Context: an optimization exercise on an open-source flow, tuned for small area. The choices shown serve that exercise and are no tape-out recipe.
Where RTL was checked, it was by simulation tests only, not by an equivalence proof against the original.
For runs 4, 5, 7 and 8, only the layout was checked, not whether the RTL still works.
Power and IR drop assume default switching activity.

### config.mk
export PLATFORM = sky130hd
export DESIGN_NAME = router_5p
export DESIGN_NICKNAME = router_5p
export VERILOG_FILES = /design/flow/design.v
export SDC_FILE = /design/flow/constraint.sdc
export NUM_CORES = 4
export LEC_CHECK = 0
export CAP_MARGIN = 20
export CORE_MARGIN = 2
export CORE_UTILIZATION = 40
export CTS_CLUSTER_DIAMETER = 120
export CTS_CLUSTER_SIZE = 30
export GPL_TIMING_DRIVEN = 0
export PLACE_DENSITY = 0.6
export SLEW_MARGIN = 20
### flow/abc_map.script
strash
&get -n
&st
&synch2
&dch -f
&put
amap
topo
### flow/run.sh
#!/bin/bash
# Standard layout (standard.sh) with these changes:
#  - ABC maps the logic for area: flow/abc_map.script replaces ORFS's abc_speed.script
#    in a copy of ORFS's scripts folder; the rest of the synthesis is unchanged.
#  - the port buffers use the smallest buffer cell.
#  - adders are left to ABC (no ADDER_MAP_FILE), as the rest of the logic.
#  - clock tree: clusters of up to 30 sinks within 120 um, a clkbuf_4 root, no dummy loads.
set -euo pipefail
rm -rf myscripts
cp -r "$FLOW_HOME/scripts" myscripts
cp flow/abc_map.script myscripts/abc_speed.script
export SCRIPTS_DIR="$PWD/myscripts"
export BUFFER_PORTS_ARGS="-buffer_cell sky130_fd_sc_hd__buf_1"
export ADDER_MAP_FILE=""
export CTS_ARGS="-sink_clustering_enable -repair_clock_nets -sink_clustering_size 30 -sink_clustering_max_diameter 120 -dont_use_dummy_load -root_buf sky130_fd_sc_hd__clkbuf_4"
bash standard.sh > standard_flow.log 2>&1
### constraint.sdc
create_clock -name core_clock -period 5.0 [get_ports {clk}]
set_input_delay 1.0000 -clock core_clock [delete_from_list [all_inputs] [get_ports {clk}]]
set_output_delay 1.0000 -clock core_clock [all_outputs]
set_load 0.01 [all_outputs]
### standard.sh
#!/bin/bash
# synth_recipe.tcl (not shown) runs the flow's synth.tcl, then flattens the netlist and writes it again
# the make line also repeats each setting of config.mk as NAME=value (left out here)
make -C /OpenROAD-flow-scripts/flow DESIGN_CONFIG=/design/flow/config.mk WORK_HOME=/design/flow/orfs CLKGATE_MAP_FILE= SYNTH_SCRIPT=/design/flow/synth_recipe.tcl "${@:-finish}"
### design.v
module FIFO_Buffer
(input clk, rst,
 input [7:0] Data_in,
 input val, grant,
 output ret,
 output [7:0] head,    
 output v              
 );
reg [7:0] m0, m1, m2, m3;
reg [1:0] p_reg;       
reg       r_reg;       
reg [2:0] occ;
reg       v_reg;
wire       full   = occ[2];
wire       nempty = |occ;
wire [1:0] rd = p_reg + {1'b0, r_reg};
wire [1:0] wr = rd + occ[1:0];
wire write = val & ~full;
wire read  = nempty & grant;
always @(posedge clk)
	if (write)
		case (wr)
			2'd0: m0 <= Data_in;
			2'd1: m1 <= Data_in;
			2'd2: m2 <= Data_in;
			default: m3 <= Data_in;
		endcase
always @(posedge clk) begin
	p_reg <= rd;
	r_reg <= read;
end
always @(posedge clk, posedge rst)
	if (rst) begin
		occ <= 3'd0;
		v_reg <= 1'b0;
	end else begin
		v_reg <= nempty;
		if (write & ~read) occ <= occ + 1'b1;
		if (read & ~write) occ <= occ - 1'b1;
	end
assign head = (p_reg == 2'd0) ? m0 : (p_reg == 2'd1) ? m1 : (p_reg == 2'd2) ? m2 : m3;
assign v = v_reg;
assign ret = full;
endmodule
module block_input
(input [1:0] X_cur, Y_cur,
 input [3:0] addr,
 output [4:0] req
 );
wire [1:0] xd = addr[1:0];
wire [1:0] yd = addr[3:2];
wire xe = (xd == X_cur);
assign req[0] = xe & (yd == Y_cur);
assign req[1] = (xd > X_cur);
assign req[2] = (xd < X_cur);
assign req[3] = xe & (yd > Y_cur);
assign req[4] = xe & (yd < Y_cur);
endmodule
module switch
(input clk, rst,
 input [1:0] X_cur, Y_cur,
 input [7:0] In_L, In_N, In_E, In_S, In_W,
 input [4:0] v,                  
 input [4:0] full,               
 output [4:0] grant,
 output [7:0] Out_L, Out_N, Out_E, Out_S, Out_W
 );
reg [2:0] count;
reg [2:0] sel [0:4];             
function [4:0] dec;              
	input [2:0] c;
	dec = {c[2] & ~c[1], c[1] & ~c[0], ~c[2] & c[1], ~c[1] & c[0], ~c[2] & ~c[0]};
endfunction
wire [7:0] In [0:4];
assign In[0] = In_L; assign In[1] = In_N; assign In[2] = In_E; assign In[3] = In_S; assign In[4] = In_W;
wire [4:0] cp = dec(count);
wire [3:0] addr = ({4{cp[0]}} & In_L[3:0]) | ({4{cp[1]}} & In_N[3:0]) | ({4{cp[2]}} & In_E[3:0]) |
                  ({4{cp[3]}} & In_S[3:0]) | ({4{cp[4]}} & In_W[3:0]);
wire rv = |(cp & v);
wire [4:0] rq;                   
block_input RT(.X_cur(X_cur), .Y_cur(Y_cur), .addr(addr), .req(rq));
wire [4:0] hit = {5{rv}} & {rq[2], rq[4], rq[1], rq[3], rq[0]};
wire [4:0] ds [0:4];             
wire [4:0] dsT [0:4];            
genvar o, p;
generate
	for (o = 0; o < 5; o = o + 1) begin : g_dec
		assign ds[o] = dec(sel[o]);
		for (p = 0; p < 5; p = p + 1) begin : g_p
			assign dsT[p][o] = ds[o][p];
		end
	end
endgenerate
reg [4:0] rf;
wire [4:0] gnt_c;
generate
	for (p = 0; p < 5; p = p + 1) begin : g_gnt
		assign gnt_c[p] = |(rf & dsT[p]);
	end
endgenerate
always @(posedge clk, posedge rst)
	if (rst)
		count <= 3'b000;
	else
		count <= {count[1:0], ~(count[2] | count[1])};
wire [2:0] sel_d = count | {3{~rv}};
always @(posedge clk) begin
	rf <= ~full;
	if (hit[0] | ~rv) sel[0] <= sel_d;
	if (hit[1] | ~rv) sel[1] <= sel_d;
	if (hit[2] | ~rv) sel[2] <= sel_d;
	if (hit[3] | ~rv) sel[3] <= sel_d;
	if (hit[4] | ~rv) sel[4] <= sel_d;
end
assign grant = gnt_c;
wire [7:0] Out [0:4];
generate
	for (o = 0; o < 5; o = o + 1) begin : g_out
		wire [4:0] e = ds[o] & v;
		assign Out[o] = ({8{e[0]}} & In[0]) | ({8{e[1]}} & In[1]) | ({8{e[2]}} & In[2]) |
		                ({8{e[3]}} & In[3]) | ({8{e[4]}} & In[4]);
	end
endgenerate
assign Out_L = Out[0]; assign Out_N = Out[1]; assign Out_E = Out[2]; assign Out_S = Out[3]; assign Out_W = Out[4];
endmodule
module router_5p
(input clk,rst,
 input [1:0] X_address , Y_address,
 input [7:0]Data_in_L, Data_in_N, Data_in_S, Data_in_E, Data_in_W,
 output [7:0]Data_out_L, Data_out_N, Data_out_S, Data_out_E, Data_out_W,
 input val_in_L, val_in_N, val_in_S, val_in_E, val_in_W,
 output ret_in_L, ret_in_N, ret_in_S, ret_in_E, ret_in_W,
 input ret_out_L, ret_out_N, ret_out_S, ret_out_E, ret_out_W,
 output val_out_L, val_out_N, val_out_S, val_out_E, val_out_W
    );
wire [7:0] In_L, In_N, In_E, In_S, In_W;
wire [4:0] v, grant;    
FIFO_Buffer INPUT_L(.clk(clk), .rst(rst), .Data_in(Data_in_L), .val(val_in_L), .grant(grant[0]), .ret(ret_in_L), .head(In_L), .v(v[0]));
FIFO_Buffer INPUT_N(.clk(clk), .rst(rst), .Data_in(Data_in_N), .val(val_in_N), .grant(grant[1]), .ret(ret_in_N), .head(In_N), .v(v[1]));
FIFO_Buffer INPUT_E(.clk(clk), .rst(rst), .Data_in(Data_in_E), .val(val_in_E), .grant(grant[2]), .ret(ret_in_E), .head(In_E), .v(v[2]));
FIFO_Buffer INPUT_S(.clk(clk), .rst(rst), .Data_in(Data_in_S), .val(val_in_S), .grant(grant[3]), .ret(ret_in_S), .head(In_S), .v(v[3]));
FIFO_Buffer INPUT_W(.clk(clk), .rst(rst), .Data_in(Data_in_W), .val(val_in_W), .grant(grant[4]), .ret(ret_in_W), .head(In_W), .v(v[4]));
switch SW(.clk(clk), .rst(rst), .X_cur(X_address), .Y_cur(Y_address),
	.In_L(In_L), .In_N(In_N), .In_E(In_E), .In_S(In_S), .In_W(In_W),
	.v(v), .full({ret_out_W, ret_out_S, ret_out_E, ret_out_N, ret_out_L}), .grant(grant),
	.Out_L(Data_out_L), .Out_N(Data_out_N), .Out_E(Data_out_E), .Out_S(Data_out_S), .Out_W(Data_out_W));
assign val_out_L = ~ret_out_L & (|Data_out_L);
assign val_out_N = ~ret_out_N & (|Data_out_N);
assign val_out_E = ~ret_out_E & (|Data_out_E);
assign val_out_S = ~ret_out_S & (|Data_out_S);
assign val_out_W = ~ret_out_W & (|Data_out_W);
endmodule
==> results_dict.tcl, run 1 <==
set metrics [dict create \
    fin_ws_ps 243 \
    die_h_um 159 \
    drt-pass1-iter-count 7 \
    crit_start "INPUT_N.p_reg[0]" \
    final_common_cell "edfxtp_1" \
    synth_top_area_frac 0.546 \
    portBuffers 105 \
    rsz0062_at_grt "no" \
    coreArea_um2 23500 \
    status "finished clean" \
    drt-total-wl_mm 26.5 \
    syn_area_per_cell_um2 11.8 \
    fin_crit_sh 0.951 \
    ys_seq_area_frac 0.647 \
    synth.top_cells.by_area "edfxtp_1 (55%), dfrtp_1 (6.0%), nor2_1 (5.5%)" \
    ys_types 25 \
    start_util 0.409 \
    layoutNonFillerInstCount 1253 \
    clock_latency_ps 600 \
    clock-sinks 218 \
    tritoncts.num_buffers 11 \
    cts_setup_buffers 0 \
    mostFrequentLayoutCells "edfxtp_1 (175), nor2_1 (142), buf_1 (105)" \
    worstPathRequired_ps 4000 \
    grt_pass1_vias 7022 \
    wire_per_inst_um 21.2 \
    syn_to_final_growth_pct 11.0 \
    htree_levels 1 \
    drt_iter0_markers 700 \
    grt.overflow.total 0 \
    worstSetupStartpointType "flop" \
    grt_pass1_wl_mm 40.4 \
    final_nets 991 \
    drv_cap 0 \
    grt_usage 0.202 \
    fin_skew_ps 66.7 \
    synth-seq-cells 218 \
    rows 56 \
    cp_max_fo 19 \
    drc_errors 0 \
    fin_crit_ps 4760 \
    syn_nets 873 \
    slew_headroom 0.377 \
    cts_root_buffer "clkbuf_4" \
    grt_max_degree 31 \
    cts.clk_slew.worst_paths_ps 110 \
    arrival_ps 3760 \
    power_mw 8.28 \
    dp_hpwl_mm 19.4 \
    cts_tree "built" \
    setup_viol 0 \
    place_congestion 0.915 \
    hold_class "in2async" \
    synth_warnings 3 \
    postSynthCellCount 817 \
    viasPerCell 5.97 \
    ios 106 \
    reg2reg_from "INPUT_E.p_reg[0]" \
    power.density_nw_per_um2 774 \
    synth_area_leader_cell "edfxtp_1" \
    grt_antenna_before_repair 1 \
    p_leak_nw 3.41 \
    drtAntennaViolNets 0 \
    tightestPinTransition_ps 922 \
    largest_reg_flops 15 \
    vias 7478 \
    cts_hold_buffers 0 \
    fillers 2230 \
    cts_buffer_depth 3 \
    dp.cells 1241 \
    top_register "SW.sel" \
    finalHoldViolations 0 \
    syn_area_um2 9630 \
    fp.dieW_um 159 \
    dieArea_um2 25300 \
    maxSlewViolCount 0 \
    fmax_mhz 210 \
    tns_ps 0 \
    drive_gt1_frac 0.0236 \
    crit_type "reg2out" \
    worstSetupEndpointType "primary output" \
    peakVddDrop_mv 0.392 \
    place_worst_setup_slack_ps 407 \
]
[layout make-up]
type	instances	area [um2]	area share
well taps	319	399	0.0373
repair buffers	105	394	0.0369
inverters	67	258	0.0241
diodes	1	2.50	0.000234
clock buffers	11	223	0.0208
multi-input cells	532	3190	0.298
flip-flops and latches	218	6230	0.583
[synth_stat cells]
cell type,n
edfxtp_1,175
nor2_1,142
o22ai_1,83
clkinv_1,67
a22oi_1,43
o22a_1,43
o221ai_1,41
nand3_1,30
nand2_1,28
nor3_1,27
o21ai_0,25
dfrtp_1,23
dfxtp_1,20
a21oi_1,12
o221a_1,11
nor4_1,10
or3_1,9
o21a_1,8
o41ai_1,5
a31o_1,4
nor2b_1,4
o31ai_1,4
a211oi_1,1
a32o_1,1
a32oi_1,1
[power breakdown]
part	total, mW	internal (mW)	switching, mW
registers	3.14	2.70	0.438
logic	4.31	1.30	3.01
clock network	0.830	0.315	0.514
total	8.28	4.31	3.97
[logic make-up after synthesis]
kind of cell / Yosys count / synth area share
AND/OR/NAND/NOR: 250 / 0.111
flip-flops: 218 / 0.647
buffers and inverters: 67 / 0.0261
AO/OA/AOI/OAI: 282 / 0.216
[critical path, cell delays in order, from the launching register on]
cell and delay (ps):
dfxtp_1 810, clkinv_2 430, a22oi_1 270, o22a_1 320, o22ai_1 140, nor2_1 120, o221ai_1 200, nor4_1 510
a21oi_1 160, buf_1 190
[path summary, 6_finish.rpt]
| kind | end | slack (ps) | cells past startpoint |
|---|---|---|---|
| worst max-delay path | val_out_S | 240 | 9 |
| worst max register to register | SW.sel[3][2] | 1230 | 9 |
| min in group core_clock | INPUT_S.occ[1] | 520 | 1 |
| worst min register to register | INPUT_S.occ[1] | 520 | 1 |
| max in group asynchronous | INPUT_S.occ[1] | 4180 | 2 |
| worst min-delay path | INPUT_W.v_reg | 420 | 2 |
[through the flow]
stage | utilization | hold WS [ps] | area (um2)
after global routing | 0.454 | 455 | 10700
after detailed placement | 0.443 | 499 | 10400
after global placement | 0.443 | 487 | 10400
final | 0.454 | 417 | 10700
after CTS | 0.453 | 469 | 10700
after floorplan | - | 458 | 9630
[metal layers]
metal | global-route usage | up-vias | routed length (um)
met4 | 0.0591 | 0 | 533
met2 | 0.328 | 270 | 12600
met1 | 0.284 | 3682 | 11900
met3 | 0.0268 | 35 | 1500
met5 | 0 | - | 0
li1 | - | 3491 | -
[repair_timing]
item,CTS,global route
pin swaps,0,0
endpoints found under the setup margin,3,1
resized for setup,5,1
==> run 2: changes to the inputs <==
==> flow/abc_map.script (replaced) <==
strash
&get -n
&st
&synch2
&dch
&put
amap
topo
==> results_dict.tcl, run 2 <==
set metrics [dict create \
    postSynthCellCount 819 \
    start_util 0.408 \
    place_area_um2 10400 \
    rsz0062_at_grt "no" \
    async_flop_share 0.106 \
    portBuffers 105 \
    dieArea_um2 25300 \
    fin_crit_ps 4840 \
    reg2reg_from "INPUT_E.p_reg[0]" \
    crit_type "reg2out" \
    power_mw 7.64 \
    coreArea_um2 23500 \
    worstSetupEndpointType "primary output" \
    cts.clk_slew.worst_paths_ps 120 \
    fin_ws_ps 163 \
    die_h_um 159 \
    cts_setup_buffers 0 \
    clock-sinks 218 \
    p_leak_nw 3.43 \
    reg2reg_depth 9 \
    viasPerCell 5.89 \
    synth-seq-cells 218 \
    grt_pass1_vias 7130 \
    cts_root_buffer "clkbuf_4" \
    synthFlopType "edfxtp_1" \
    final_nets 993 \
    drt-pass1-iter-count 5 \
    ys_types 26 \
    place_congestion 0.862 \
    drt_iter0_markers 834 \
    place_worst_setup_slack_ps 659 \
    grt.overflow.total 0 \
    wire_per_inst_um 20.8 \
    drtAntennaViolNets 0 \
    drive_gt1_frac 0.0225 \
    finalHoldViolations 0 \
    fin_crit_sh 0.967 \
    yosysMostFrequentCell "edfxtp_1" \
    grt_pass1_wl_mm 40.1 \
    fp.dieW_um 159 \
    drv_cap 0 \
    syn_to_final_growth_pct 10.9 \
    synth.top_cells.by_area "edfxtp_1 (55%), dfrtp_1 (6.0%), nor2_1 (5.2%)" \
    top_register "SW.sel" \
    slew_headroom 0.383 \
    worstPathRequired_ps 4000 \
    peakVddDrop_mv 0.328 \
    synth_warnings 3 \
    tightestPinTransition_ps 914 \
    fillers 2215 \
    fin_skew_ps 55.4 \
    fin_area_um2 10700 \
    syn_area_um2 9610 \
    tns_ps 0 \
    r2r_end "SW.sel[0][1]" \
    final_common_cell "edfxtp_1" \
    fmax_mhz 207 \
    maxSlewViolCount 0 \
    synthTopCellsByCount "edfxtp_1 (175), nor2_1 (134), o22ai_1 (80), clkinv_1 (65), a22oi_1 (44)" \
    cts_hold_buffers 0 \
    synth_area_leader_cell "edfxtp_1" \
    drc_errors 0 \
    cp_max_fo 18 \
    dp_hpwl_mm 19.4 \
    arrival_ps 3840 \
    cts_tree "built" \
    rrSetupSlack_ps 1150 \
    drt-total-wl_mm 26.2 \
    ios 106 \
    tritoncts.num_buffers 11 \
    grt_antenna_before_repair 1 \
    grt_max_degree 31 \
    syn_area_per_cell_um2 11.7 \
    cts_buffer_depth 3 \
    rows 56 \
    grt_usage 0.202 \
    ys_seq_area_frac 0.648 \
    mostFrequentLayoutCells "edfxtp_1 (175), nor2_1 (134), buf_1 (105)" \
    synth_top_area_frac 0.547 \
    syn_nets 875 \
    largest_reg_flops 15 \
    power.density_nw_per_um2 717 \
    hold_class "in2async" \
    status "finished clean" \
    htree_levels 1 \
    cts_resized 3 \
    setup_viol 0 \
    synth_edf_count 175 \
    worstSetupStartpointType "flop" \
    vias 7397 \
    clock_latency_ps 630 \
]
==> run 2: cell types whose count changed after synthesis, sizes merged, moves of 3 or more <==
cell,before,now
o22ai,83,80
nor2,142,134
o21a,8,0
a31o,4,0
o22a,43,4
o21ai,25,33
nand2,28,38
a21oi,12,15
a31oi,0,4
a22o,0,40
==> run 2: logic make-up after synthesis <==
kind of cell           after synthesis  share of synthesized area
AND/OR/NAND/NOR                    253                      0.112
buffers and inverters               65                     0.0254
AO/OA/AOI/OAI                      283                      0.214
flip-flops                         218                      0.648
==> run 2: worst max path at each step <==
stage                     end  slack [ps]              from
floorplan           val_out_E        1700  INPUT_S.p_reg[0]
global placement    val_out_S         650  INPUT_S.p_reg[0]
detailed placement  val_out_W         660  INPUT_L.p_reg[1]
CTS                 val_out_W          20  INPUT_N.p_reg[0]
global route        val_out_S           1  INPUT_L.p_reg[1]
finish              val_out_S         160  INPUT_L.p_reg[1]
==> run 2: worst max-delay path: stages (launching register included) <==
cell	delay (ps)
dfxtp_1	770
clkinv_2	430
a22oi_1	260
a22o_1	340
o22ai_1	150
nor2_1	110
o221ai_1	210
nor4_1	530
a21oi_1	230
buf_1	170
==> run 2: metrics by stage <==
stage / utilization / hold slack [ps] / std cells
after floorplan: - / 440 / 819
after global placement: 0.442 / 498 / 1243
after detailed placement: 0.442 / 482 / 1243
after CTS: 0.452 / 460 / 1254
after global routing: 0.453 / 458 / 1256
final: 0.453 / 394 / 1256
==> run 2: layer usage <==
| layer | vias up | track usage | share of wire |
|---|---|---|---|
| li1 | 3514 | - | - |
| met2 | 290 | 0.329 | 0.47 |
| met4 | 0 | 0.0674 | 0.028 |
| met1 | 3554 | 0.275 | 0.43 |
| met3 | 39 | 0.0352 | 0.075 |
| met5 | - | 0.00189 | 0 |
==> run 2: layout make-up <==
type	instances	area, um2	area share
Multi-Input combinational cell	536	3140	0.295
Timing Repair Buffer	105	394	0.0370
Tap cell	319	399	0.0375
Sequential cell	218	6230	0.585
Inverter	65	255	0.0240
Antenna cell	2	5.00	0.000470
Clock buffer	11	223	0.0209
==> run 2: where the power goes <==
part,internal (mW),total [mW],switching [mW],leakage (nW)
sequential,2.42,2.81,0.392,2.01
clock,0.315,0.836,0.521,0.112
combinational,1.21,3.99,2.78,1.31
total,3.95,7.64,3.69,3.43
==> run 3: changes to the inputs <==
--- a/design.v
+++ b/design.v
@@ -25,15 +25,15 @@
 			2'd2: m2 <= Data_in;
 			default: m3 <= Data_in;
 		endcase
-always @(posedge clk) begin
-	p_reg <= rd;
-	r_reg <= read;
-end
 always @(posedge clk, posedge rst)
 	if (rst) begin
+		p_reg <= 2'd0;
+		r_reg <= 1'b0;
 		occ <= 3'd0;
 		v_reg <= 1'b0;
 	end else begin
+		p_reg <= rd;
+		r_reg <= read;
 		v_reg <= nempty;
 		if (write & ~read) occ <= occ + 1'b1;
 		if (read & ~write) occ <= occ - 1'b1;
==> flow/abc_map.script (replaced) <==
strash
&get -n
&st
&synch2
&dch -f
&put
amap
topo
==> results_dict.tcl, run 3 <==
set metrics [dict create \
    drt_iter0_markers 756 \
    power.density_nw_per_um2 767 \
    ys_seq_area_frac 0.649 \
    cts_tree "built" \
    cts_buffer_depth 3 \
    start_util 0.403 \
    cts_root_buffer "clkbuf_4" \
    wire_per_inst_um 20.7 \
    synthFlopType "edfxtp_1" \
    p_leak_nw 3.47 \
    grt.overflow.total 0 \
    synth_area_leader_cell "edfxtp_1" \
    fmax_mhz 207 \
    synth.top_cells.by_area "edfxtp_1 (54%), dfrtp_1 (9.8%), nor2_1 (5.6%)" \
    fp.dieW_um 160 \
    cts_setup_buffers 0 \
    dp.cells 1246 \
    drtAntennaViolNets 0 \
    place_congestion 0.909 \
    tns_ps 0 \
    largest_reg_flops 15 \
    ios 106 \
    hold_class "in2async" \
    fin_crit_ps 4830 \
    slew_headroom 0.330 \
    cts.clk_slew.worst_paths_ps 110 \
    coreArea_um2 24100 \
    finalHoldViolations 0 \
    dp_hpwl_mm 19.3 \
    tightestPinTransition_ps 992 \
    crit_chain "clkinv_2, o22ai_1, o22a_1, nor2_1, nor3_1, o221ai_1, or4_1, nor2_1, nor2_1, buf_1" \
    top_register "SW.sel" \
    cp_num_buf_inv 2 \
    final_nets 991 \
    synth_mux_area_frac 0 \
    drt-total-wl_mm 26.0 \
    arrival_ps 3830 \
    mostFrequentLayoutCells "edfxtp_1 (175), nor2_1 (145), buf_1 (105)" \
    slowest_delay_ps 590 \
    synth-xor-area-share 0 \
    layoutNonFillerInstCount 1258 \
    synthTopCellsByCount "edfxtp_1 (175), nor2_1 (145), o22ai_1 (82), clkinv_1 (64), a22oi_1 (43)" \
    worstSetupStartpointType "flop" \
    power_mw 8.29 \
    grt_pass1_wl_mm 39.7 \
    tritoncts.num_buffers 11 \
    viasPerCell 5.85 \
    final_common_cell "edfxtp_1" \
    clock-sinks 218 \
    dieArea_um2 25600 \
    fin_hold_ws_ps 177 \
    vias 7357 \
    synth_edf_count 175 \
    worstSetupEndpointType "primary output" \
    crit_type "reg2out" \
    rsz0062_at_grt "no" \
    syn_area_per_cell_um2 11.9 \
    fin_area_um2 10800 \
    place_area_um2 10500 \
    drive_gt1_frac 0.0289 \
    clock_latency_ps 630 \
    htree_levels 1 \
    drc_errors 0 \
    syn_to_final_growth_pct 11.2 \
    grt_pass1_vias 6828 \
    drt-pass1-iter-count 5 \
    setup_viol 0 \
    crit_family "simple AND/OR/NAND/NOR gates" \
    slowest_stage "dfrtp_2" \
    status "finished clean" \
    grt_max_degree 38 \
    syn_area_um2 9720 \
    postSynthCellCount 816 \
    rows 57 \
    worstPathRequired_ps 4000 \
    maxSlewViolCount 0 \
    ys_types 27 \
    yosysMostFrequentCell "edfxtp_1" \
    synth_compound_area_frac 0.215 \
    die_h_um 160 \
    synthSimpleGateAreaFrac 0.111 \
    portBuffers 105 \
    synth_top_family_by_area "compound AO/OA/AOI/OAI gates" \
    peakVddDrop_mv 0.347 \
    grt_antenna_before_repair 1 \
    async_flop_share 0.174 \
    fin_crit_sh 0.965 \
    synth_top_area_frac 0.541 \
    yosys.area_share.adder 0 \
    grt_usage 0.200 \
    crit_top_cell "nor2_1" \
    drv_cap 0 \
    syn_nets 872 \
    fin_skew_ps 79.5 \
    cp_max_fo 18 \
    synth-seq-cells 218 \
    cts_hold_buffers 0 \
    synth_warnings 3 \
]
run 3: worst paths after layout:
kind                                   from        endpoint  slack, ps  depth (start not counted)
max                        INPUT_L.p_reg[1]       val_out_S        170                         10
min                                     rst  INPUT_L.occ[2]        180                          2
max reg2reg                INPUT_L.p_reg[1]    SW.sel[2][1]       1150                          8
min reg2reg                     SW.count[1]     SW.count[2]        530                          0
max in group asynchronous               rst  INPUT_N.occ[1]       4350                          3
min in group core_clock         SW.count[1]     SW.count[2]        530                          0
run 3: layout make-up:
cell class                      count  area (um2)
Tap cell                          324         405
Inverter                           64         248
Fill cell                        2308       13300
Multi-Input combinational cell    534        3200
Sequential cell                   218        6310
Antenna cell                        1        2.50
Timing Repair Buffer              106         414
Clock buffer                       11         223
run 3: stage by stage:
| stage | utilization | worst slack [ps] |
|---|---|---|
| floorplan | - | 1430 |
| CTS | 0.447 | 22.5 |
| detailed placement | 0.437 | 420 |
| global placement | 0.436 | 444 |
| finish | 0.448 | 173 |
| global route | 0.448 | 119 |
run 3: routing by layer:
layer | vias up | track usage | routed length [um]
met5 | - | 0 | 0
met1 | 3526 | 0.284 | 11500
met2 | 299 | 0.320 | 12000
met3 | 34 | 0.0358 | 2020
li1 | 3498 | - | -
met4 | 0 | 0.0491 | 518
run 3: repair_timing:
| item | in CTS | in global routing |
|---|---|---|
| gates cloned | 0 | 0 |
| pin swaps | 0 | 0 |
| resized for setup | 6 | 5 |
| setup endpoints to repair | 4 | 2 |
run 3: cell families (layout without fill, tap and decap cells):
kind of cell	count (synthesis)	in the layout
buffers and inverters	64	181
flip-flops	218	218
other	0	1
AND/OR/NAND/NOR	252	252
AO/OA/AOI/OAI	282	282
run 3: report_power, final:
group          switching [mW]  total [mW]  internal (mW)
Sequential              0.446        3.20           2.76
Clock                   0.515       0.830          0.315
Combinational            2.96        4.25           1.29
==> run 4: changes to the inputs <==
--- a/design.v
+++ b/design.v
@@ -9,36 +9,42 @@
 reg [7:0] m0, m1, m2, m3;
 reg [1:0] p_reg;       
 reg       r_reg;       
-reg [2:0] occ;
-reg       v_reg;
-wire       full   = occ[2];
-wire       nempty = |occ;
-wire [1:0] rd = p_reg + {1'b0, r_reg};
-wire [1:0] wr = rd + occ[1:0];
+reg [1:0] wr;
+reg       full, nempty, v_reg;
+wire [1:0] rd     = r_reg ? {p_reg[0], ~p_reg[1]} : p_reg;
+wire [1:0] rd_inc = {rd[0], ~rd[1]};
+wire [1:0] wp     = nempty ? wr : rd;
+wire [1:0] wp_inc = {wp[0], ~wp[1]};
 wire write = val & ~full;
 wire read  = nempty & grant;
 always @(posedge clk)
 	if (write)
-		case (wr)
-			2'd0: m0 <= Data_in;
-			2'd1: m1 <= Data_in;
-			2'd2: m2 <= Data_in;
+		case (wp)
+			2'b00: m0 <= Data_in;
+			2'b01: m1 <= Data_in;
+			2'b11: m2 <= Data_in;
 			default: m3 <= Data_in;
 		endcase
+always @(posedge clk) begin
+	p_reg <= rd;
+	r_reg <= read;
+	wr <= write ? wp_inc : wp;
+end
 always @(posedge clk, posedge rst)
 	if (rst) begin
-		p_reg <= 2'd0;
-		r_reg <= 1'b0;
-		occ <= 3'd0;
-		v_reg <= 1'b0;
+		full <= 1'b0; nempty <= 1'b0; v_reg <= 1'b0;
 	end else begin
-		p_reg <= rd;
-		r_reg <= read;
 		v_reg <= nempty;
-		if (write & ~read) occ <= occ + 1'b1;
-		if (read & ~write) occ <= occ - 1'b1;
+		if (read & ~write) begin
+			full <= 1'b0;
+			nempty <= (rd_inc != wr);
+		end
+		if (write & ~read) begin
+			nempty <= 1'b1;
+			full <= (wp_inc == rd);
+		end
 	end
-assign head = (p_reg == 2'd0) ? m0 : (p_reg == 2'd1) ? m1 : (p_reg == 2'd2) ? m2 : m3;
+assign head = (p_reg == 2'b00) ? m0 : (p_reg == 2'b01) ? m1 : (p_reg == 2'b11) ? m2 : m3;
 assign v = v_reg;
 assign ret = full;
 endmodule
==> results_dict.tcl, run 4 <==
set metrics [dict create \
    p_clk_frac 0.106 \
    top_register "SW.sel" \
    drt-pass1-iter-count 5 \
    cts_setup_buffers 0 \
    syn_nets 881 \
    grt_antenna_before_repair 1 \
    ys_seq_area_frac 0.652 \
    hold_class "in2async" \
    final_common_cell "edfxtp_1" \
    grt_usage 0.203 \
    start_util 0.409 \
    cts_buffer_depth 3 \
    p_leak_nw 3.36 \
    rsz0062_at_grt "no" \
    maxSlewViolCount 0 \
    syn_area_per_cell_um2 11.7 \
    drtAntennaViolNets 0 \
    synth.top_cells.by_area "edfxtp_1 (54%), o22ai_1 (7.2%), dfxtp_1 (6.2%)" \
    worstSetupEndpointType "primary output" \
    tritoncts.num_buffers 11 \
    slowest_stage "dfxtp_1" \
    worstSetupStartpointType "flop" \
    synth_warnings 3 \
    crit_chain "clkinv_2, o22ai_1, o22a_1, o221ai_1, nor4_1, a21oi_1, buf_1" \
    cts_hold_buffers 0 \
    arrival_ps 3740 \
    htree_levels 1 \
    slowest_delay_ps 830 \
    synthTopCellsByCount "edfxtp_1 (175), nor2_1 (136), o22ai_1 (111), clkinv_1 (88), a22oi_1 (44)" \
    fin_ws_ps 264 \
    worstPathRequired_ps 4000 \
    synth-seq-cells 223 \
    grt_pass1_wl_mm 40.6 \
    slew_headroom 0.394 \
    portBuffers 105 \
    async_flop_share 0.0807 \
    drt-total-wl_mm 26.3 \
    grt_pass1_vias 7125 \
    die_h_um 159 \
    drv_cap 0 \
    routed.top_layer "met4" \
    synth_edf_count 175 \
    clock_latency_ps 600 \
    ios 106 \
    synth_top_area_frac 0.544 \
    crit_type "reg2out" \
    drive_gt1_frac 0.0234 \
    yosysMostFrequentCell "edfxtp_1" \
    pwr-share-comb 0.518 \
    vias 7484 \
    cp_max_fo 19 \
    wl_met3_mm 1.81 \
    synth_area_leader_cell "edfxtp_1" \
    clock-sinks 223 \
    grt.overflow.total 0 \
    cts_root_buffer "clkbuf_4" \
    setup_viol 0 \
    finalHoldViolations 0 \
    ys_types 26 \
    mostFrequentLayoutCells "edfxtp_1 (175), nor2_1 (136), o22ai_1 (111)" \
    p_seq_frac 0.376 \
    wl_met1_mm 11.4 \
    place_congestion 0.900 \
    largest_reg_flops 15 \
    fin_crit_ps 4740 \
    fp.dieW_um 159 \
    drt_iter0_markers 806 \
    syn_to_final_growth_pct 10.8 \
    syn_area_um2 9670 \
    grt_max_degree 31 \
    switching_power_mw 3.76 \
    synthFlopType "edfxtp_1" \
    fin_skew_ps 44.0 \
    place_worst_setup_slack_ps 480 \
    tns_ps 0 \
    rows 56 \
    p_sw_frac 0.476 \
    coreArea_um2 23600 \
    tightestPinTransition_ps 903 \
    intPower_mw 4.14 \
    viasPerCell 5.93 \
    fin_crit_sh 0.947 \
    postSynthCellCount 825 \
    met2_length_mm 12.2 \
    wire_per_inst_um 20.8 \
    dp_hpwl_mm 19.3 \
    fmax_mhz 211 \
    drc_errors 0 \
    final_nets 999 \
    crit_family "compound AO/OA/AOI/OAI gates" \
    dieArea_um2 25400 \
    cts.clk_slew.worst_paths_ps 110 \
    power.density_nw_per_um2 737 \
    cp_num_buf_inv 2 \
    cts_tree "built" \
    status "finished clean" \
    peakVddDrop_mv 0.301 \
]
## run 4: power groups by stage
stage | clock network (mW) | registers, mW | logic, mW
finish | 0.837 | 2.97 | 4.09
global route | 0.922 | 3.03 | 4.43
CTS | 0.856 | 2.96 | 4.02
detailed placement | 0 | 3.00 | 4.01
global placement | 0 | 2.99 | 3.99
floorplan | 0 | 2.87 | 2.64
## run 4: final cells by class
type | instances | area, um2
antenna | 2 | 5.00
fill | 2202 | 12900
tap | 319 | 399
sequential | 223 | 6310
multi-input combinational | 514 | 3040
inverter | 88 | 337
clock buffer | 11 | 223
timing repair buffer | 105 | 394
## run 4: metal layers
layer	GRT usage	up-vias
met2	0.325	306
met4	0.0661	0
li1	-	3525
met1	0.283	3604
met3	0.0333	49
met5	0	-
## run 4: worst paths after layout
check,startpoint,endpoint,slack [ps],cells past startpoint
worst min register to register,INPUT_S.nempty,INPUT_S.v_reg,450,0
worst max register to register,INPUT_E.p_reg[0],SW.sel[3][0],1240,9
min in group core_clock,INPUT_S.nempty,INPUT_S.v_reg,450,0
worst min-delay path,rst,INPUT_W.v_reg,420,2
worst max-delay path,INPUT_E.p_reg[0],val_out_L,260,7
max in group asynchronous,rst,SW.count[2],4140,2
## run 4: kinds of logic (layout without fill, tap and decap cells)
logic type / after synthesis / count (layout) / share of synthesized area
compound gates: 289 / 289 / 0.215
buf+inv: 88 / 204 / 0.0342
flops: 223 / 223 / 0.652
other cells: 0 / 2 / 0
simple gates: 225 / 225 / 0.0985
## run 4: timing repair
action | CTS | global route
endpoints found under the hold margin | 0 | 0
pin swaps | 0 | 0
resized for setup | 5 | 5
endpoints found under the setup margin | 2 | 2
## run 4: worst register-to-register path, stage by stage (launching register included)
cell and delay [ps]:
dfxtp_1 830, clkinv_2 440, o22ai_1 280, o22a_1 320, o22a_1 180, nor2_1 40, nor3_1 400, o221a_1 300
o21ai_0 120, o21ai_0 500
## run 4: stage by stage
| step | hold slack [ps] | cell area (um2) | total power [mW] | util | instances |
|---|---|---|---|---|---|
| floorplan | 403 | 9670 | 5.51 | - | 825 |
| finish | 416 | 10700 | 7.89 | 0.454 | 1262 |
| global route | 469 | 10700 | 8.39 | 0.454 | 1262 |
| global placement | 420 | 10500 | 6.98 | 0.443 | 1249 |
| CTS | 427 | 10700 | 7.84 | 0.453 | 1260 |
| detailed placement | 423 | 10500 | 7.01 | 0.443 | 1249 |
==> run 5: changes to the inputs <==
==> flow/run.sh (replaced) <==
#!/bin/bash
# Standard layout (standard.sh) with two changes:
#  - ABC maps the logic for area: flow/abc_map.script replaces ORFS's abc_speed.script
#    in a copy of ORFS's scripts folder; the rest of the synthesis is unchanged.
#  - the port buffers use the smallest buffer cell.
#  - adders are left to ABC (no ADDER_MAP_FILE), as the rest of the logic.
set -euo pipefail
rm -rf myscripts
cp -r "$FLOW_HOME/scripts" myscripts
cp flow/abc_map.script myscripts/abc_speed.script
export SCRIPTS_DIR="$PWD/myscripts"
export BUFFER_PORTS_ARGS="-buffer_cell sky130_fd_sc_hd__buf_1"
export ADDER_MAP_FILE=""
bash standard.sh > standard_flow.log 2>&1
==> results_dict.tcl, run 5 <==
set metrics [dict create \
    power.density_nw_per_um2 743 \
    synth_top_family_by_area "compound AO/OA/AOI/OAI gates" \
    cts_tree "built" \
    place_congestion 0.900 \
    tightestPinTransition_ps 887 \
    fmax_mhz 211 \
    htree_levels 1 \
    worstSetupEndpointType "primary output" \
    postSynthCellCount 825 \
    crit_chain "clkinv_2, o22ai_1, o22a_1, o22ai_1, nor2_1, o221ai_1, nor4_1, a21oi_1, buf_1" \
    grt_pass1_wl_mm 40.7 \
    cp_num_buf_inv 2 \
    rows 56 \
    synthTopCellsByCount "edfxtp_1 (175), nor2_1 (136), o22ai_1 (111), clkinv_1 (88), a22oi_1 (44)" \
    cp_max_fo 18 \
    drt-total-wl_mm 26.3 \
    final_nets 999 \
    grt_busiest_layer "met2" \
    largest_reg_flops 15 \
    synth_edf_count 175 \
    crit_type "reg2out" \
    ios 106 \
    syn_area_per_cell_um2 11.7 \
    drt_iter0_markers 741 \
    syn_to_final_growth_pct 11.7 \
    ys_types 26 \
    final_common_cell "edfxtp_1" \
    p_leak_nw 3.38 \
    drc_errors 0 \
    drt-pass1-iter-count 5 \
    fin_crit_ps 4740 \
    async_flop_share 0.0807 \
    synth-xor-area-share 0 \
    tns_ps 0 \
    cts_buffer_depth 3 \
    slew_headroom 0.405 \
    cts_root_buffer "clkbuf_16" \
    setup_viol 0 \
    crit_top_cell "o22ai_1" \
    cts_setup_buffers 0 \
    fp.dieW_um 159 \
    crit_family "compound AO/OA/AOI/OAI gates" \
    fin_crit_sh 0.949 \
    syn_area_um2 9670 \
    clock-sinks 223 \
    clock_latency_ps 460 \
    synth_warnings 3 \
    worstSetupStartpointType "flop" \
    dp_hpwl_mm 19.3 \
    grt.overflow.total 0 \
    met1_usage 0.282 \
    slowest_stage "dfxtp_1" \
    portBuffers 105 \
    synth.top_cells.by_area "edfxtp_1 (54%), o22ai_1 (7.2%), dfxtp_1 (6.2%)" \
    fin_hold_ws_ps 453 \
    grt_pass1_vias 7145 \
    vias 7506 \
    start_util 0.409 \
    drtAntennaViolNets 0 \
    rsz0062_at_grt "no" \
    top_register "SW.sel" \
    die_h_um 159 \
    dieArea_um2 25400 \
    grt_max_degree 32 \
    finalHoldViolations 0 \
    synth_area_leader_cell "edfxtp_1" \
    cts.clk_slew.worst_paths_ps 110 \
    worstPathRequired_ps 4000 \
    hold_class "reg2reg" \
    fin_skew_ps 18.3 \
    tritoncts.num_buffers 11 \
    mostFrequentLayoutCells "edfxtp_1 (175), nor2_1 (136), o22ai_1 (111)" \
    synthSimpleGateAreaFrac 0.0985 \
    synth_top_area_frac 0.544 \
    drv_cap 0 \
    yosysMostFrequentCell "edfxtp_1" \
    drive_gt1_frac 0.0222 \
    peakVddDrop_mv 0.386 \
    synth_mux_area_frac 0 \
    grt_usage 0.203 \
    met2_usage 0.329 \
    slowest_delay_ps 790 \
    synth_compound_area_frac 0.215 \
    syn_nets 881 \
    coreArea_um2 23600 \
    grt_antenna_before_repair 0 \
    status "finished clean" \
    arrival_ps 3740 \
    synth-seq-cells 223 \
    viasPerCell 5.93 \
    ys_seq_area_frac 0.652 \
    yosys.area_share.adder 0 \
    diodes 0 \
    wire_per_inst_um 20.8 \
    maxSlewViolCount 0 \
    synthFlopType "edfxtp_1" \
    grt_use_met3 0.0315 \
]
## run 5: changes by cell type in the layout (fill, tap and decap cells not counted)
| cell | delta |
|---|---|
| clkbuf_1 | +5 |
| clkbuf_16 | +3 |
| clkbuf_4 | -3 |
| clkinv_2 | -3 |
| clkinvlp_4 | +3 |
| dfxtp_1 | +2 |
| dfxtp_2 | -2 |
| diode_2 | -2 |
| inv_16 | +1 |
## run 5: cell families after synthesis
logic type | Yosys count
flops | 223
buf+inv | 88
simple gates | 225
compound gates | 289
## run 5: worst paths after layout
path	from	endpoint	slack (ps)	depth (start not counted)
max	INPUT_N.p_reg[1]	val_out_L	260	9
min in group asynchronous	rst	INPUT_W.v_reg	560	2
min reg2reg	INPUT_S.nempty	INPUT_S.v_reg	450	0
max in group asynchronous	rst	SW.count[2]	4020	2
min	INPUT_S.nempty	INPUT_S.v_reg	450	0
max reg2reg	INPUT_E.p_reg[0]	SW.sel[3][2]	1080	9
## run 5: area by class of cell
class,instances,area [um2]
Multi-Input combinational cell,514,3040
Clock buffer,16,294
Tap cell,319,399
Fill cell,2192,12800
Sequential cell,223,6310
Timing Repair Buffer,105,394
Inverter,88,344
Clock inverter,1,20.0
## run 5: what timing repair did
action | in CTS | in global routing
setup endpoints to repair | 1 | 5
resized for setup | 2 | 6
hold buffers | 0 | 0
## run 5: through the flow
stage / utilization / cell area (um2) / setup slack (ps) / power (mW) / instances
2_1_floorplan: - / 9670 / 1680 / 5.51 / 825
3_3_place_gp: 0.443 / 10500 / 452 / 6.98 / 1249
3_5_place_dp: 0.443 / 10500 / 480 / 7.01 / 1249
4_1_cts: 0.457 / 10800 / 7.83 / 7.99 / 1266
5_1_grt: 0.458 / 10800 / 1.86 / 8.54 / 1266
6_report: 0.458 / 10800 / 257 / 8.03 / 1266
## run 5: report_power, final
| group | switching, mW | internal, mW |
|---|---|---|
| clock | 0.555 | 0.426 |
| combinational | 2.83 | 1.25 |
| sequential | 0.397 | 2.57 |
## run 5: worst register-to-register path, cell delays in order, from the launching register on
cell	delay, ps
dfxtp_1	850
clkinvlp_4	560
o22ai_1	290
o22a_1	320
o22a_1	180
nor2_1	40
nor3_1	390
o221a_1	300
o21ai_0	120
o21ai_0	520
## run 5: per-layer routing
| layer | share of wire | vias to the layer above | wire (um) |
|---|---|---|---|
| li1 | - | 3532 | - |
| met1 | 0.44 | 3642 | 11500 |
| met2 | 0.47 | 282 | 12300 |
| met3 | 0.064 | 50 | 1690 |
| met4 | 0.031 | 0 | 827 |
| met5 | 0 | - | 0 |
==> run 6: changes to the inputs <==
--- a/design.v
+++ b/design.v
@@ -11,37 +11,36 @@
 reg       r_reg;       
 reg [1:0] wr;
 reg       full, nempty, v_reg;
-wire [1:0] rd     = r_reg ? {p_reg[0], ~p_reg[1]} : p_reg;
+wire [1:0] p_inc  = {p_reg[0], ~p_reg[1]};
+wire [1:0] rd     = r_reg ? p_inc : p_reg;
 wire [1:0] rd_inc = {rd[0], ~rd[1]};
-wire [1:0] wp     = nempty ? wr : rd;
-wire [1:0] wp_inc = {wp[0], ~wp[1]};
+wire [1:0] wr_inc = {wr[0], ~wr[1]};
 wire write = val & ~full;
 wire read  = nempty & grant;
 always @(posedge clk)
 	if (write)
-		case (wp)
+		case (wr)
 			2'b00: m0 <= Data_in;
 			2'b01: m1 <= Data_in;
 			2'b11: m2 <= Data_in;
 			default: m3 <= Data_in;
 		endcase
-always @(posedge clk) begin
-	p_reg <= rd;
-	r_reg <= read;
-	wr <= write ? wp_inc : wp;
-end
 always @(posedge clk, posedge rst)
 	if (rst) begin
+		p_reg <= 2'b00; r_reg <= 1'b0; wr <= 2'b00;
 		full <= 1'b0; nempty <= 1'b0; v_reg <= 1'b0;
 	end else begin
+		p_reg <= rd;
+		r_reg <= read;
 		v_reg <= nempty;
+		if (write) wr <= wr_inc;
 		if (read & ~write) begin
 			full <= 1'b0;
 			nempty <= (rd_inc != wr);
 		end
 		if (write & ~read) begin
 			nempty <= 1'b1;
-			full <= (wp_inc == rd);
+			full <= (wr_inc == rd);
 		end
 	end
 assign head = (p_reg == 2'b00) ? m0 : (p_reg == 2'b01) ? m1 : (p_reg == 2'b11) ? m2 : m3;
==> flow/run.sh (replaced) <==
#!/bin/bash
# Standard layout (standard.sh) with these changes:
#  - ABC maps the logic for area: flow/abc_map.script replaces ORFS's abc_speed.script
#    in a copy of ORFS's scripts folder; the rest of the synthesis is unchanged.
#  - the port buffers use the smallest buffer cell.
#  - adders are left to ABC (no ADDER_MAP_FILE), as the rest of the logic.
#  - clock tree: clusters of up to 30 sinks within 120 um, a clkbuf_4 root, no dummy loads.
set -euo pipefail
rm -rf myscripts
cp -r "$FLOW_HOME/scripts" myscripts
cp flow/abc_map.script myscripts/abc_speed.script
export SCRIPTS_DIR="$PWD/myscripts"
export BUFFER_PORTS_ARGS="-buffer_cell sky130_fd_sc_hd__buf_1"
export ADDER_MAP_FILE=""
export CTS_ARGS="-sink_clustering_enable -repair_clock_nets -sink_clustering_size 30 -sink_clustering_max_diameter 120 -dont_use_dummy_load -root_buf sky130_fd_sc_hd__clkbuf_4"
bash standard.sh > standard_flow.log 2>&1
==> flow/abc_map.script (replaced) <==
strash
&get -n
&st
&synch2
&dch
&put
amap
topo
==> results_dict.tcl, run 6 <==
set metrics [dict create \
    die_h_um 159 \
    drv_cap 0 \
    worstSetupStartpointType "flop" \
    cp_num_buf_inv 2 \
    grt_usage 0.205 \
    fp.dieW_um 159 \
    cts_buffer_depth 3 \
    syn_nets 841 \
    drc_errors 0 \
    grt_antenna_before_repair 1 \
    top_register "SW.sel" \
    fillers 2246 \
    viasPerCell 6.00 \
    worstSetupEndpointType "primary output" \
    synth_top_area_frac 0.548 \
    tns_ps 0 \
    yosysMostFrequentCell "edfxtp_1" \
    ios 106 \
    place_congestion 0.959 \
    clock_latency_ps 610 \
    final_common_cell "edfxtp_1" \
    cts_hold_buffers 0 \
    place_worst_setup_slack_ps 599 \
    worstPathRequired_ps 4000 \
    grt_max_degree 31 \
    fmax_mhz 207 \
    grt_pass1_vias 6921 \
    cts_resized 4 \
    syn_area_um2 9590 \
    grt_use_met3 0.0392 \
    fin_ws_ps 166 \
    p_leak_nw 3.47 \
    tightestPinTransition_ps 899 \
    portBuffers 105 \
    largest_reg_flops 15 \
    rows 56 \
    power.density_nw_per_um2 700 \
    crit_type "reg2out" \
    met1_usage 0.283 \
    reg2reg_depth 9 \
    syn_area_per_cell_um2 12.2 \
    fin_skew_ps 61.1 \
    drt-pass1-iter-count 6 \
    synth_area_leader_cell "edfxtp_1" \
    drtAntennaViolNets 0 \
    met2_usage 0.330 \
    tritoncts.num_buffers 11 \
    hold_class "in2async" \
    drive_gt1_frac 0.0222 \
    dieArea_um2 25200 \
    dp_hpwl_mm 19.6 \
    synthFlopType "edfxtp_1" \
    fin_crit_ps 4830 \
    crit_family "compound AO/OA/AOI/OAI gates" \
    slowest_delay_ps 770 \
    mostFrequentLayoutCells "edfxtp_1 (175), nor2_1 (138), buf_1 (105)" \
    grt_pass1_wl_mm 40.2 \
    status "finished clean" \
    slowest_stage "dfrtp_1" \
    crit_chain "clkinv_2, a22oi_1, a22o_1, o22ai_1, nor2_1, o221ai_1, nor4_1, a21oi_1, buf_1" \
    cts_setup_buffers 0 \
    drt_iter0_markers 974 \
    grt.overflow.total 0 \
    arrival_ps 3830 \
    vias 7335 \
    peakVddDrop_mv 0.263 \
    setup_viol 0 \
    synth_warnings 3 \
    finalHoldViolations 0 \
    async_flop_share 0.193 \
    wire_per_inst_um 21.9 \
    htree_levels 1 \
    cts_tree "built" \
    rsz0062_at_grt "no" \
    synth_edf_count 175 \
    synth.top_cells.by_area "edfxtp_1 (55%), dfrtp_1 (11%), o22ai_1 (5.7%)" \
    clock-sinks 223 \
    coreArea_um2 23500 \
    ys_types 29 \
    slew_headroom 0.398 \
    drt-total-wl_mm 26.8 \
    cts.clk_slew.worst_paths_ps 110 \
    cts_root_buffer "clkbuf_4" \
    start_util 0.408 \
    postSynthCellCount 785 \
    fin_crit_sh 0.967 \
    final_nets 960 \
    maxSlewViolCount 0 \
    grt_busiest_layer "met2" \
    ys_seq_area_frac 0.670 \
    cp_max_fo 18 \
    synthTopCellsByCount "edfxtp_1 (175), nor2_1 (138), o22ai_1 (87), clkinv_1 (58)" \
    syn_to_final_growth_pct 11.0 \
    critical_path_depth 9 \
    synth-seq-cells 223 \
]
==> run 6: changes by cell type in the layout (fill, tap and decap cells not counted), moves of 7 or more <==
cell      change
o22a_1       -39
dfxtp_1      -23
dfrtp_1      +24
clkinv_1     -31
o22ai_1      -24
nand2_1       +7
a22o_1       +40
==> run 6: layout make-up <==
class	instances	area, um2	share of cell area
timing repair buffer	106	414	0.0389
antenna	1	2.50	0.000235
inverter	58	228	0.0214
clock buffer	11	223	0.0209
multi-input combinational	504	2950	0.277
sequential	223	6430	0.604
tap	319	399	0.0375
==> run 6: routing by layer <==
| layer | vias up | wire (um) |
|---|---|---|
| met4 | 0 | 809 |
| met2 | 354 | 12400 |
| li1 | 3378 | - |
| met3 | 59 | 2350 |
| met1 | 3544 | 11300 |
| met5 | - | 0 |
==> run 6: final timing paths <==
check,endpoint,slack [ps],start
min in group core_clock,INPUT_L.v_reg,390,INPUT_L.nempty
max reg2reg,SW.sel[3][0],1240,INPUT_E.p_reg[0]
min reg2reg,INPUT_L.v_reg,390,INPUT_L.nempty
max,val_out_S,170,INPUT_N.p_reg[1]
min,INPUT_N.p_reg[0],340,rst
max in group asynchronous,INPUT_W.p_reg[0],4160,rst
==> run 6: cells by family (layout without fill, tap and decap cells) <==
group / after synthesis / in the layout / share of synthesized area
buf+inv: 58 / 175 / 0.0227
compound gates: 268 / 268 / 0.203
simple gates: 236 / 236 / 0.104
other cells: 0 / 1 / 0
flops: 223 / 223 / 0.670
==> run 6: stage by stage <==
step                 util  total power [mW]  hold WS (ps)  std cells  cell area, um2
floorplan               -              5.13           361        785            9590
global placement    0.441              6.52           368       1209           10400
detailed placement  0.442              6.56           380       1210           10400
CTS                 0.452              7.39           313       1221           10600
global route        0.452              7.86           347       1222           10700
finish              0.452              7.45           339       1222           10700
==> run 6: power by group <==
part | switching (mW) | internal (mW) | leakage, nW | total [mW]
combinational | 2.60 | 1.14 | 1.21 | 3.73
clock | 0.525 | 0.316 | 0.112 | 0.841
sequential | 0.394 | 2.48 | 2.15 | 2.88
==> run 6: worst reg2reg max path, cell delays in order, from the launching register on <==
cell,delay (ps)
dfrtp_1,750
clkinv_2,420
a22oi_1,280
a22o_1,400
o22a_1,190
nor2_1,40
nor3_1,460
o221a_1,300
o21ai_0,110
o21ai_0,450
==> run 7: changes to the inputs <==
--- a/design.v
+++ b/design.v
@@ -72,9 +72,10 @@
  );
 reg [2:0] count;
 reg [2:0] sel [0:4];             
+reg [4:0] gnt;
 function [4:0] dec;              
 	input [2:0] c;
-	dec = {c[2] & ~c[1], c[1] & ~c[0], ~c[2] & c[1], ~c[1] & c[0], ~c[2] & ~c[0]};
+	dec = {c[2] & ~c[1], c[1] & ~c[0], c[2] & c[0], ~c[2] & c[1], ~c[1] & c[0]};
 endfunction
 wire [7:0] In [0:4];
 assign In[0] = In_L; assign In[1] = In_N; assign In[2] = In_E; assign In[3] = In_S; assign In[4] = In_W;
@@ -96,28 +97,29 @@
 		end
 	end
 endgenerate
-reg [4:0] rf;
-wire [4:0] gnt_c;
+wire [4:0] keep = ~full & ~hit;
+wire       hnew = |(hit & ~full);
+wire [4:0] gnt_n;
 generate
 	for (p = 0; p < 5; p = p + 1) begin : g_gnt
-		assign gnt_c[p] = |(rf & dsT[p]);
+		assign gnt_n[p] = rv & ((cp[p] & hnew) | (|(keep & dsT[p])));
 	end
 endgenerate
 always @(posedge clk, posedge rst)
-	if (rst)
-		count <= 3'b000;
-	else
-		count <= {count[1:0], ~(count[2] | count[1])};
-wire [2:0] sel_d = count | {3{~rv}};
-always @(posedge clk) begin
-	rf <= ~full;
-	if (hit[0] | ~rv) sel[0] <= sel_d;
-	if (hit[1] | ~rv) sel[1] <= sel_d;
-	if (hit[2] | ~rv) sel[2] <= sel_d;
-	if (hit[3] | ~rv) sel[3] <= sel_d;
-	if (hit[4] | ~rv) sel[4] <= sel_d;
-end
-assign grant = gnt_c;
+	if (rst) begin
+		count <= 3'b001;
+		gnt <= 0;
+		sel[0] <= 0; sel[1] <= 0; sel[2] <= 0; sel[3] <= 0; sel[4] <= 0;
+	end else begin
+		count <= {count[1:0], ~(count[2] & count[1])};
+		gnt <= gnt_n;
+		sel[0] <= hit[0] ? count : {3{rv}} & sel[0];
+		sel[1] <= hit[1] ? count : {3{rv}} & sel[1];
+		sel[2] <= hit[2] ? count : {3{rv}} & sel[2];
+		sel[3] <= hit[3] ? count : {3{rv}} & sel[3];
+		sel[4] <= hit[4] ? count : {3{rv}} & sel[4];
+	end
+assign grant = gnt;
 wire [7:0] Out [0:4];
 generate
 	for (o = 0; o < 5; o = o + 1) begin : g_out
==> run.sh (new file) <==
#!/bin/bash
# synth_recipe.tcl (not shown) runs the flow's synth.tcl, then flattens the netlist and writes it again
# the make line also repeats each setting of config.mk as NAME=value (left out here)
make -C /OpenROAD-flow-scripts/flow DESIGN_CONFIG=/design/flow/config.mk WORK_HOME=/design/flow/orfs CLKGATE_MAP_FILE= SYNTH_SCRIPT=/design/flow/synth_recipe.tcl finish
--- a/config.mk
+++ b/config.mk
@@ -8,8 +8,6 @@
 export CAP_MARGIN = 20
 export CORE_MARGIN = 2
 export CORE_UTILIZATION = 40
-export CTS_CLUSTER_DIAMETER = 120
-export CTS_CLUSTER_SIZE = 30
-export GPL_TIMING_DRIVEN = 0
+export CTS_BUF_LIST = sky130_fd_sc_hd__clkbuf_4
 export PLACE_DENSITY = 0.6
 export SLEW_MARGIN = 20
removed: flow/run.sh
removed: flow/abc_map.script
removed: standard.sh
==> results_dict.tcl, run 7 <==
set metrics [dict create \
    dieArea_um2 29200 \
    cp_max_fo 23 \
    postSynthCellCount 921 \
    fillers 2567 \
    crit_type "reg2out" \
    wl_met3_mm 3.63 \
    top_register "SW.sel" \
    cts_tree "built" \
    arrival_ps 3890 \
    synthTopCellsByCount "edfxtp_1 (160), nand2_1 (94), o22ai_1 (63), dfrtp_1 (62)" \
    clock-sinks 223 \
    fin_area_um2 13400 \
    peakVddDrop_mv 0.398 \
    power_mw 9.45 \
    slew_headroom 0.382 \
    syn_area_per_cell_um2 12.1 \
    ys_types 60 \
    dp.cells 1373 \
    cts_buffer_depth 3 \
    power.density_nw_per_um2 706 \
    worstSetupStartpointType "flop" \
    fp.dieW_um 171 \
    mostFrequentLayoutCells "edfxtp_1 (160), clkdlybuf4s50_1 (105), nand2_1 (94), clkbuf_4 (94), o22ai_1 (63)" \
    synth_area_leader_cell "edfxtp_1" \
    place_congestion 0.989 \
    fin_crit_ps 4890 \
    largest_reg_flops 15 \
    worstPathRequired_ps 4000 \
    synth_edf_count 160 \
    synth_top_area_frac 0.431 \
    met2_length_mm 15.9 \
    p_leak_nw 5.03 \
    grt_antenna_before_repair 1 \
    drv_cap 0 \
    grt_pass1_vias 8569 \
    final_common_cell "edfxtp_1" \
    setup_viol 0 \
    wl_met1_mm 15.3 \
    die_h_um 171 \
    hold_class "reg2reg" \
    viasPerCell 5.97 \
    syn_to_final_growth_pct 20.1 \
    synth_warnings 3 \
    place_worst_setup_slack_ps 745 \
    finalHoldViolations 0 \
    rows 61 \
    drive_gt1_frac 0.157 \
    tritoncts.num_buffers 58 \
    drc_errors 0 \
    syn_area_um2 11100 \
    grt_max_degree 37 \
    grt.overflow.total 0 \
    grt_pass1_wl_mm 54.0 \
    place_area_um2 12600 \
    ios 106 \
    fmax_mhz 204 \
    grt_usage 0.249 \
    clock_latency_ps 700 \
    ys_seq_area_frac 0.573 \
    drt-total-wl_mm 36.0 \
    routed.top_layer "met4" \
    start_util 0.403 \
    tns_ps 0 \
    cts_root_buffer "clkbuf_4" \
    status "finished clean" \
    drt-pass1-iter-count 5 \
    maxSlewViolCount 0 \
    vias 8827 \
    fin_util 0.485 \
    syn_nets 986 \
    wire_per_inst_um 24.3 \
    fin_skew_ps 34.2 \
    final_nets 1120 \
    fin_hold_ws_ps 393 \
    portBuffers 105 \
    dp_hpwl_mm 26.9 \
    synth.top_cells.by_area "edfxtp_1 (43%), dfrtp_1 (14%), mux2i_1 (5.1%)" \
    htree_levels 2 \
    layoutNonFillerInstCount 1479 \
    yosysMostFrequentCell "edfxtp_1" \
    synthFlopType "edfxtp_1" \
    drtAntennaViolNets 0 \
    drt_iter0_markers 1080 \
    fin_crit_sh 0.979 \
    fin_ws_ps 107 \
    tightestPinTransition_ps 902 \
    async_flop_share 0.283 \
    worstSetupEndpointType "primary output" \
    cts.clk_slew.worst_paths_ps 60 \
    synth-seq-cells 223 \
    coreArea_um2 27600 \
]
==> run 7: cell count changes after synthesis, moves of 15 or more <==
cell      before  now
nor2_1       138   57
nand2_1       26   94
clkinv_1      58    0
mux2i_1        0   57
o221ai_1      41    0
a22o_1        40    1
clkbuf_1       0   33
inv_1          0   33
a211oi_1       0   25
o22ai_1       87   63
mux4_2         0   20
dfrtp_1       43   62
edfxtp_1     175  160
==> run 7: timing repair <==
item,CTS,global route
gates resized for setup,2,5
pin swaps,0,1
setup endpoints to repair,1,5
hold buffers,0,0
buffers inserted,0,0
==> run 7: final timing paths <==
check,depth (start not counted),from,end,slack [ps]
worst min-delay path,0,INPUT_E.nempty,INPUT_E.v_reg,390
max in group asynchronous,3,rst,INPUT_S.p_reg[0],3270
min in group asynchronous,2,rst,INPUT_N.v_reg,800
worst max-delay path,7,INPUT_S.p_reg[1],val_out_W,110
worst min register to register,0,INPUT_E.nempty,INPUT_E.v_reg,390
worst max register to register,11,INPUT_W.p_reg[0],SW.gnt[1],1040
==> run 7: cell type report <==
| type | instances | area (um2) | share of cell area |
|---|---|---|---|
| Antenna cell | 2 | 5.00 | 0.000374 |
| Clock inverter | 10 | 66.3 | 0.00495 |
| Sequential cell | 223 | 6380 | 0.477 |
| Clock buffer | 94 | 706 | 0.0527 |
| Timing Repair Buffer | 128 | 1220 | 0.0914 |
| Inverter | 36 | 135 | 0.0101 |
| Tap cell | 378 | 473 | 0.0353 |
| Multi-Input combinational cell | 608 | 4400 | 0.328 |
==> run 7: worst max-delay path, stage by stage (launching register included) <==
cell,delay (ps)
dfrtp_1,880
nand4bb_1,540
o22ai_1,170
a211oi_1,310
nand2_1,140
nor4_1,430
a21oi_1,190
clkdlybuf4s50_1,510
==> run 7: power by group <==
| part | switching, mW | total (mW) | internal, mW |
|---|---|---|---|
| combinational | 2.84 | 4.85 | 2.00 |
| clock | 0.714 | 1.61 | 0.893 |
| sequential | 0.522 | 2.99 | 2.47 |
==> run 7: kinds of logic after synthesis <==
logic type               count (synthesis)  share of synthesized area
AND/OR/NAND/NOR                        282                      0.130
XOR/XNOR                                10                    0.00786
buffers and inverters                   90                     0.0358
multiplexers                            91                      0.106
AO/OA/AOI/OAI                          216                      0.137
flip-flops                             223                      0.573
adder cells (fa/ha/maj)                  9                     0.0101
==> run 7: metal layers <==
layer  vias to the layer above  GRT usage
met3                        84     0.0615
met2                       557      0.381
met4                         0     0.0770
met1                      4275      0.351
li1                       3911          -
met5                         -          0
==> run 8: changes to the inputs <==
--- a/config.mk
+++ b/config.mk
@@ -8,6 +8,7 @@
 export CAP_MARGIN = 20
 export CORE_MARGIN = 2
 export CORE_UTILIZATION = 40
-export CTS_BUF_LIST = sky130_fd_sc_hd__clkbuf_4
+export CTS_BUF_LIST = sky130_fd_sc_hd__clkbuf_8
+export CTS_CLUSTER_SIZE = 20
 export PLACE_DENSITY = 0.6
 export SLEW_MARGIN = 20
==> results_dict.tcl, run 8 <==
set metrics [dict create \
    status "finished clean" \
    crit_type "reg2out" \
    grt.overflow.total 0 \
    vias 8718 \
    fin_ws_ps 204 \
    power_mw 9.68 \
    tritoncts.num_buffers 40 \
    mostFrequentLayoutCells "edfxtp_1 (160), clkdlybuf4s50_1 (105), nand2_1 (94)" \
    ios 106 \
    grt_antenna_before_repair 0 \
    p_leak_nw 5.06 \
    top_register "SW.sel" \
    worstSetupStartpointType "flop" \
    slew_headroom 0.272 \
    dp_hpwl_mm 26.9 \
    grt_usage 0.249 \
    cp_max_fo 13 \
    final_common_cell "edfxtp_1" \
    power.density_nw_per_um2 718 \
    worstSetupEndpointType "primary output" \
    setup_viol 0 \
    rrSetupSlack_ps 920 \
    cts_buffer_depth 3 \
    tightestPinTransition_ps 1090 \
    wire_per_inst_um 24.9 \
    final_nets 1102 \
    die_h_um 171 \
    clock_latency_ps 560 \
    async_flop_share 0.283 \
    place_worst_setup_slack_ps 745 \
    htree_levels 2 \
    largest_reg_flops 15 \
    synth-seq-cells 223 \
    rsz0062_at_grt "no" \
    tns_ps 0 \
    drt-total-wl_mm 36.0 \
    start_util 0.403 \
    dp.cells 1373 \
    syn_to_final_growth_pct 21.0 \
    syn_area_per_cell_um2 12.1 \
    grt_max_degree 37 \
    viasPerCell 6.02 \
    layoutNonFillerInstCount 1447 \
    fin_util 0.488 \
    min_delay_path_depth 0 \
    reg2reg_depth 12 \
    worstHoldStart "INPUT_E.nempty" \
    hold_class "reg2reg" \
    dieArea_um2 29200 \
    fin_hold_ws_ps 399 \
    reg2reg_from "INPUT_S.p_reg[0]" \
    worstPathRequired_ps 4000 \
    postSynthCellCount 921 \
    peakVddDrop_mv 0.339 \
    yosysMostFrequentCell "edfxtp_1" \
    cts_root_buffer "clkbuf_8" \
    fin_crit_ps 4800 \
    synth_warnings 3 \
    rows 61 \
    grt_pass1_vias 8387 \
    r2r_end "SW.gnt[1]" \
    clock-sinks 223 \
    maxSlewViolCount 0 \
    synth_edf_count 160 \
    fp.dieW_um 171 \
    fin_skew_ps 29.5 \
    synth_top_area_frac 0.431 \
    min_to "INPUT_E.v_reg" \
    synthFlopType "edfxtp_1" \
    synth_area_leader_cell "edfxtp_1" \
    drive_gt1_frac 0.123 \
    finalHoldViolations 0 \
    fillers 2567 \
    ys_seq_area_frac 0.573 \
    synth.top_cells.by_area "edfxtp_1 (43%), dfrtp_1 (14%), mux2i_1 (5.1%)" \
    drt_iter0_markers 929 \
    place_area_um2 12600 \
    place_congestion 0.989 \
    coreArea_um2 27600 \
    drt-pass1-iter-count 5 \
    portBuffers 105 \
    syn_nets 986 \
    fmax_mhz 209 \
    cts_setup_buffers 0 \
    arrival_ps 3800 \
    diodes 0 \
    cts_tree "built" \
    drc_errors 0 \
    fin_crit_sh 0.959 \
    drtAntennaViolNets 0 \
    drv_cap 0 \
    fin_area_um2 13500 \
    cts.clk_slew.worst_paths_ps 60 \
    grt_pass1_wl_mm 54.1 \
    ys_types 60 \
    syn_area_um2 11100 \
    synthTopCellsByCount "edfxtp_1 (160), nand2_1 (94), o22ai_1 (63), dfrtp_1 (62)" \
]
[run 8: layout make-up]
cell class	instances	area, um2	share of cell area
repair buffers	128	1220	0.0908
clock inverters	25	216	0.0161
multi-input cells	608	4370	0.325
well taps	378	473	0.0351
clock buffers	49	674	0.0500
inverters	36	135	0.0100
flip-flops and latches	223	6380	0.473
[run 8: metal layers]
metal  part of all wire  global-route usage  vias up
li1                   -                   -     3838
met1               0.44               0.353     4296
met2               0.44               0.381      512
met3              0.090              0.0590       72
met4              0.030              0.0755        0
met5                  0                   0        -
[run 8: what timing repair did]
item,CTS,global route
resized for setup,0,3
hold buffers,0,0
hold endpoints to repair,0,0
setup endpoints to repair,0,1
[run 8: logic make-up (layout without fill, tap and decap cells)]
logic type,after synthesis,count (layout),share of synthesized area
simple gates,282,282,0.130
buf+inv,90,238,0.0358
mux,91,91,0.106
fa+ha+maj,9,9,0.0101
xor+xnor,10,10,0.00786
flops,223,223,0.573
compound gates,216,216,0.137
[run 8: how the worst max path moves through the flow]
stage | from | endpoint | slack (ps) | cells past startpoint
after floorplan | INPUT_L.p_reg[0] | SW.gnt[2] | 1670 | 14
after global placement | INPUT_S.p_reg[0] | val_out_E | 680 | 7
after detailed placement | INPUT_S.p_reg[0] | val_out_E | 750 | 7
after CTS | INPUT_S.p_reg[0] | val_out_E | 140 | 7
after global routing | INPUT_S.p_reg[0] | val_out_E | 20 | 7
final | INPUT_S.p_reg[0] | val_out_E | 200 | 7
[run 8: power by group]
| part | total (mW) | switching [mW] | internal (mW) |
|---|---|---|---|
| logic | 4.84 | 2.84 | 1.99 |
| clock network | 1.86 | 0.760 | 1.10 |
| registers | 2.99 | 0.517 | 2.47 |
| total | 9.68 | 4.12 | 5.56 |
[run 8: worst max-delay path, stage by stage, from the launching register on]
cell and delay, ps:
dfrtp_1 760, mux2i_2 550, o22ai_1 160, a211oi_1 370, nand3_1 230, nor4_1 460, a21oi_1 160, clkdlybuf4s50_1 540

[separate check: timing with driven ports]
Ports are ideal in the flow. The routed layouts listed here were re-timed in OpenROAD.
Step 1, drivers: a clkbuf_16 drives clk and a buf_2 each remaining input, both assumed.
Step 2 moves the port delays by t, midway between the first and last clock arrival at a register: inputs arrive t later, outputs are due t later. That takes back most of the time a late clock gives input paths.
a / b / c = no drivers / after step 1 / after step 2; a / b = the first two.
| run | t, ns | setup slack, ns | worst setup path at the end | slew at the worst register clock pin (ns) |
|---|---|---|---|---|
| run 1 | 0.611 | 0.243 / 0.205 / 0.816 | register to output | 0.11 / 0.11 |
| run 2 | 0.647 | 0.163 / 0.122 / 0.769 | register to output | 0.12 / 0.12 |
| run 3 | 0.632 | 0.173 / 0.134 / 0.766 | register to output | 0.11 / 0.11 |
| run 4 | 0.626 | 0.264 / 0.226 / 0.852 | register to output | 0.11 / 0.11 |
| run 5 | 0.508 | 0.257 / 0.211 / 0.719 | register to output | 0.11 / 0.11 |
| run 6 | 0.625 | 0.166 / 0.122 / 0.747 | register to output | 0.12 / 0.12 |
| run 7 | 0.732 | 0.107 / 0.061 / 0.793 | register to output | 0.07 / 0.07 |
| run 8 | 0.589 | 0.204 / 0.157 / 0.746 | register to output | 0.07 / 0.07 |
After both steps every run listed still meets setup and hold.
